What follows belongs to an exercise in optimizing a design on an open flow for small area, a short achievable clock period and few clock cycles; a production flow would make more cautious choices.
Power figures rest on the tool's default switching activity, not on a simulated workload.

==> exp/juniper: inputs <==
// ARS_des
module ARS_des(clk,reset,key,din,flag,dout,ready);
input [64:1] din;
input [64:1] key;
input clk,reset;
input flag;
output [64:1] dout;
output ready;
function [64:1]	IP;
input	[64:1]	IPin;
begin
IP=	 {IPin[58],IPin[50],IPin[42],IPin[34],IPin[26],IPin[18],IPin[10],IPin[2],
      IPin[60],IPin[52],IPin[44],IPin[36],IPin[28],IPin[20],IPin[12],IPin[4],
      IPin[62],IPin[54],IPin[46],IPin[38],IPin[30],IPin[22],IPin[14],IPin[6],
      IPin[64],IPin[56],IPin[48],IPin[40],IPin[32],IPin[24],IPin[16],IPin[8],
      IPin[57],IPin[49],IPin[41],IPin[33],IPin[25],IPin[17],IPin[9],IPin[1],
      IPin[59],IPin[51],IPin[43],IPin[35],IPin[27],IPin[19],IPin[11],IPin[3],
      IPin[61],IPin[53],IPin[45],IPin[37],IPin[29],IPin[21],IPin[13],IPin[5],
      IPin[63],IPin[55],IPin[47],IPin[39],IPin[31],IPin[23],IPin[15],IPin[7]};
end
endfunction
function [64:1] IVIP;
input    [64:1]  IP_1in;
begin
IVIP = {IP_1in[40],IP_1in[8],IP_1in[48],IP_1in[16],IP_1in[56],IP_1in[24],IP_1in[64],IP_1in[32],
        IP_1in[39],IP_1in[7],IP_1in[47],IP_1in[15],IP_1in[55],IP_1in[23],IP_1in[63],IP_1in[31],
        IP_1in[38],IP_1in[6],IP_1in[46],IP_1in[14],IP_1in[54],IP_1in[22],IP_1in[62],IP_1in[30],
        IP_1in[37],IP_1in[5],IP_1in[45],IP_1in[13],IP_1in[53],IP_1in[21],IP_1in[61],IP_1in[29],
        IP_1in[36],IP_1in[4],IP_1in[44],IP_1in[12],IP_1in[52],IP_1in[20],IP_1in[60],IP_1in[28],
        IP_1in[35],IP_1in[3],IP_1in[43],IP_1in[11],IP_1in[51],IP_1in[19],IP_1in[59],IP_1in[27],
        IP_1in[34],IP_1in[2],IP_1in[42],IP_1in[10],IP_1in[50],IP_1in[18],IP_1in[58],IP_1in[26],
        IP_1in[33],IP_1in[1],IP_1in[41],IP_1in[9],IP_1in[49],IP_1in[17],IP_1in[57],IP_1in[25]};
end
endfunction
reg [64:1] data;      
reg [1:56] cd;        
  ...
make LEC_CHECK=0 ABC_AREA=1 CAP_MARGIN=20 CORE_MARGIN=2 CORE_UTILIZATION=40 SETUP_SLACK_MARGIN=4.2 SLEW_MARGIN=20 finish   # period 6.0 ns
run.sh (not shown) runs the stock make flow with config.mk's settings and CLKGATE_MAP_FILE= SYNTH_SCRIPT=/design/flow/synth_recipe.tcl, a recipe that flattens the netlist after the stock synthesis.
==> exp/garnet (differences from exp/juniper) <==
--- a/flow/design.v
+++ b/flow/design.v
@@ -31,35 +31,42 @@
         IP_1in[33],IP_1in[1],IP_1in[41],IP_1in[9],IP_1in[49],IP_1in[17],IP_1in[57],IP_1in[25]};
 end
 endfunction
 reg [64:1] data;      
 reg [1:56] cd;        
 reg [3:0] cnt;        
 reg mode;             
 reg ready;
+reg busy;             
+reg sh1;              
 wire [48:1] ksub = {cd[14], cd[17], cd[11], cd[24], cd[1], cd[5], cd[3], cd[28], cd[15], cd[6], cd[21], cd[10], cd[23], cd[19], cd[12], cd[4], cd[26], cd[8], cd[16], cd[7], cd[27], cd[20], cd[13], cd[2], cd[41], cd[52], cd[31], cd[37], cd[47], cd[55], cd[30], cd[40], cd[51], cd[45], cd[33], cd[48], cd[44], cd[49], cd[39], cd[56], cd[34], cd[53], cd[46], cd[42], cd[50], cd[36], cd[29], cd[32]};
 wire [32:1] rl, rr;
 ARS_ENDEcrp c1 (.OUTR(rr), .OUTL(rl), .INR(data[32:1]), .INL(data[64:33]), .K_sub(ksub));
-wire one = (cnt == 4'd0) | (cnt == 4'd7) | (cnt == 4'd14);
 always @(posedge clk) begin
   if (reset == 1'b0) begin
     data  <= IP(din);
     cd    <= flag ? {key[8], key[16], key[24], key[32], key[40], key[48], key[56], key[64], key[7], key[15], key[23], key[31], key[39], key[47], key[55], key[63], key[6], key[14], key[22], key[30], key[38], key[46], key[54], key[62], key[5], key[13], key[21], key[29], key[2], key[10], key[18], key[26], key[34], key[42], key[50], key[58], key[3], key[11], key[19], key[27], key[35], key[43], key[51], key[59], key[4], key[12], key[20], key[28], key[36], key[44], key[52], key[60], key[37], key[45], key[53], key[61]} : {key[16], key[24], key[32], key[40], key[48], key[56], key[64], key[7], key[15], key[23], key[31], key[39], key[47], key[55], key[63], key[6], key[14], key[22], key[30], key[38], key[46], key[54], key[62], key[5], key[13], key[21], key[29], key[8], key[10], key[18], key[26], key[34], key[42], key[50], key[58], key[3], key[11], key[19], key[27], key[35], key[43], key[51], key[59], key[4], key[12], key[20], key[28], key[36], key[44], key[52], key[60], key[37], key[45], key[53], key[61], key[2]};
     mode  <= flag;
     cnt   <= 4'd0;
     ready <= 1'b0;
+    busy  <= 1'b1;
+    sh1   <= 1'b1;
   end else begin
-    if (!ready) data <= {rl, rr};
+    if (busy) data <= {rl, rr};
     if (mode)
-      cd <= one ? {cd[28], cd[1], cd[2], cd[3], cd[4], cd[5], cd[6], cd[7], cd[8], cd[9], cd[10], cd[11], cd[12], cd[13], cd[14], cd[15], cd[16], cd[17], cd[18], cd[19], cd[20], cd[21], cd[22], cd[23], cd[24], cd[25], cd[26], cd[27], cd[56], cd[29], cd[30], cd[31], cd[32], cd[33], cd[34], cd[35], cd[36], cd[37], cd[38], cd[39], cd[40], cd[41], cd[42], cd[43], cd[44], cd[45], cd[46], cd[47], cd[48], cd[49], cd[50], cd[51], cd[52], cd[53], cd[54], cd[55]} : {cd[27], cd[28], cd[1], cd[2], cd[3], cd[4], cd[5], cd[6], cd[7], cd[8], cd[9], cd[10], cd[11], cd[12], cd[13], cd[14], cd[15], cd[16], cd[17], cd[18], cd[19], cd[20], cd[21], cd[22], cd[23], cd[24], cd[25], cd[26], cd[55], cd[56], cd[29], cd[30], cd[31], cd[32], cd[33], cd[34], cd[35], cd[36], cd[37], cd[38], cd[39], cd[40], cd[41], cd[42], cd[43], cd[44], cd[45], cd[46], cd[47], cd[48], cd[49], cd[50], cd[51], cd[52], cd[53], cd[54]};
+      cd <= sh1 ? {cd[28], cd[1], cd[2], cd[3], cd[4], cd[5], cd[6], cd[7], cd[8], cd[9], cd[10], cd[11], cd[12], cd[13], cd[14], cd[15], cd[16], cd[17], cd[18], cd[19], cd[20], cd[21], cd[22], cd[23], cd[24], cd[25], cd[26], cd[27], cd[56], cd[29], cd[30], cd[31], cd[32], cd[33], cd[34], cd[35], cd[36], cd[37], cd[38], cd[39], cd[40], cd[41], cd[42], cd[43], cd[44], cd[45], cd[46], cd[47], cd[48], cd[49], cd[50], cd[51], cd[52], cd[53], cd[54], cd[55]} : {cd[27], cd[28], cd[1], cd[2], cd[3], cd[4], cd[5], cd[6], cd[7], cd[8], cd[9], cd[10], cd[11], cd[12], cd[13], cd[14], cd[15], cd[16], cd[17], cd[18], cd[19], cd[20], cd[21], cd[22], cd[23], cd[24], cd[25], cd[26], cd[55], cd[56], cd[29], cd[30], cd[31], cd[32], cd[33], cd[34], cd[35], cd[36], cd[37], cd[38], cd[39], cd[40], cd[41], cd[42], cd[43], cd[44], cd[45], cd[46], cd[47], cd[48], cd[49], cd[50], cd[51], cd[52], cd[53], cd[54]};
     else
-      cd <= one ? {cd[2], cd[3], cd[4], cd[5], cd[6], cd[7], cd[8], cd[9], cd[10], cd[11], cd[12], cd[13], cd[14], cd[15], cd[16], cd[17], cd[18], cd[19], cd[20], cd[21], cd[22], cd[23], cd[24], cd[25], cd[26], cd[27], cd[28], cd[1], cd[30], cd[31], cd[32], cd[33], cd[34], cd[35], cd[36], cd[37], cd[38], cd[39], cd[40], cd[41], cd[42], cd[43], cd[44], cd[45], cd[46], cd[47], cd[48], cd[49], cd[50], cd[51], cd[52], cd[53], cd[54], cd[55], cd[56], cd[29]} : {cd[3], cd[4], cd[5], cd[6], cd[7], cd[8], cd[9], cd[10], cd[11], cd[12], cd[13], cd[14], cd[15], cd[16], cd[17], cd[18], cd[19], cd[20], cd[21], cd[22], cd[23], cd[24], cd[25], cd[26], cd[27], cd[28], cd[1], cd[2], cd[31], cd[32], cd[33], cd[34], cd[35], cd[36], cd[37], cd[38], cd[39], cd[40], cd[41], cd[42], cd[43], cd[44], cd[45], cd[46], cd[47], cd[48], cd[49], cd[50], cd[51], cd[52], cd[53], cd[54], cd[55], cd[56], cd[29], cd[30]};
+      cd <= sh1 ? {cd[2], cd[3], cd[4], cd[5], cd[6], cd[7], cd[8], cd[9], cd[10], cd[11], cd[12], cd[13], cd[14], cd[15], cd[16], cd[17], cd[18], cd[19], cd[20], cd[21], cd[22], cd[23], cd[24], cd[25], cd[26], cd[27], cd[28], cd[1], cd[30], cd[31], cd[32], cd[33], cd[34], cd[35], cd[36], cd[37], cd[38], cd[39], cd[40], cd[41], cd[42], cd[43], cd[44], cd[45], cd[46], cd[47], cd[48], cd[49], cd[50], cd[51], cd[52], cd[53], cd[54], cd[55], cd[56], cd[29]} : {cd[3], cd[4], cd[5], cd[6], cd[7], cd[8], cd[9], cd[10], cd[11], cd[12], cd[13], cd[14], cd[15], cd[16], cd[17], cd[18], cd[19], cd[20], cd[21], cd[22], cd[23], cd[24], cd[25], cd[26], cd[27], cd[28], cd[1], cd[2], cd[31], cd[32], cd[33], cd[34], cd[35], cd[36], cd[37], cd[38], cd[39], cd[40], cd[41], cd[42], cd[43], cd[44], cd[45], cd[46], cd[47], cd[48], cd[49], cd[50], cd[51], cd[52], cd[53], cd[54], cd[55], cd[56], cd[29], cd[30]};
     cnt <= cnt + 4'd1;
-    if (cnt == 4'd15) ready <= 1'b1;
+    sh1 <= (cnt == 4'd6) | (cnt == 4'd13);
+    if (cnt == 4'd15) begin
+      ready <= 1'b1;
+      busy  <= 1'b0;
+    end
   end
 end
 assign dout = IVIP({data[32:1], data[64:33]});
 endmodule
 module ARS_ENDEcrp(OUTR, OUTL, INR, INL, K_sub);
 output	[32:1]	OUTR, OUTL;
 input	[32:1]	INR, INL;
 input	[48:1]	K_sub;
==> flow/flow/run.sh (new file) <==
#!/bin/bash
# Own layout flow: the standard ORFS layout with two changes.
#  1. Synthesis skips ORFS's full-adder extraction (ADDER_MAP_FILE empty), which otherwise turns
#     the XORs of the round function into half-adder cells that ABC cannot optimise. Flip-flop
#     mapping is unchanged, so the registers, their names and cell types are the standard ones.
#  2. Ports are buffered with sky130_fd_sc_hd__buf_1 instead of the default buffer cell.
# Each make run's full output goes to its own log file in this folder.
set -euo pipefail
work=$(pwd)
bash standard.sh synth ADDER_MAP_FILE= > "$work/synth.log" 2>&1
bash standard.sh finish BUFFER_PORTS_ARGS="-buffer_cell sky130_fd_sc_hd__buf_1" > "$work/layout.log" 2>&1
test -f "$work/out/final.def"
==> flow/standard.sh (new file) <==
#!/bin/bash
# synth_recipe.tcl (not shown) runs the flow's synth.tcl, then flattens the netlist and writes it again
# the make line also repeats each setting of config.mk as NAME=value (left out here)
make -C /OpenROAD-flow-scripts/flow DESIGN_CONFIG=/design/flow/config.mk WORK_HOME=/design/flow/orfs CLKGATE_MAP_FILE= SYNTH_SCRIPT=/design/flow/synth_recipe.tcl "${@:-finish}"
Settings changed: SETUP_SLACK_MARGIN 4.2 to 3.6.
removed: flow/run.sh
==> comparison table <==
metric	exp/garnet	exp/juniper
Number of distinct library cell variants in the gate-level netlist after synthesis	33	25
Synth Area in Adders	0%	6.55%
Post-route worst setup slack	3.56 ns	3.59 ns
Proportion of cell area occupied by multi-input gates	54.6%	55.2%
Via count of the first global-routing pass	11100	14500
Insertion delay to the later sink of the worst-skew pair	0.43 ns	0.44 ns
Met3 demand-to-capacity share in global routing	4.94%	4.35%
Number of filler instances in the final layout	2916	2631
Non-Clock Buffer Area Fraction	9.51%	19.6%
Area share of xor/xnor cells in the synthesized design	4.90%	2.36%
Post-layout net count	2161	2655
Result of the run	finished clean	finished clean
Number of ordinary inverters in the final layout	132	204
Fin cells	2384	2869
Total clock network power	1.04 mW	1.07 mW
Flip-flop and latch count after synthesis	128	126
Count of flip-flops and latches	128	126
DR pass1 iterations	6	5
Sequential standard cell area	0.00322 mm2	0.00320 mm2
No functional check of the RTL was part of any run of this note.

re-timing with driven ports:
In the flow no input, the clock included, has a driving cell. The finished layouts below were timed again as built, in two steps.
Step 1 sets driving cells, clkbuf_16 on the clock port and buf_2 on the other inputs (assumed; they add their load-dependent delay and slew).
Step 2 also shifts input and output timing later by t, the mid clock arrival at the registers, as if the neighbouring blocks saw the same clock.
Three values: ideal, step 1, step 2; two values: the first two.
run | shift t [ns] | setup WS [ns] | worst setup path after step 2 | slew at the worst register clock pin (ns) | cell pins on the clock port's net
exp/juniper | 0.484 | 3.591 / 3.541 / 3.667 | input to register | 0.07 / 0.07 | 1
exp/garnet | 0.476 | 3.564 / 3.515 / 3.165 | input to register | 0.07 / 0.07 | 1
After both steps setup and hold are still met in every run listed. For exp/garnet, which loses most, drivers alone change the setup slack by -0.049 ns; drivers and shift together by -0.399 ns.
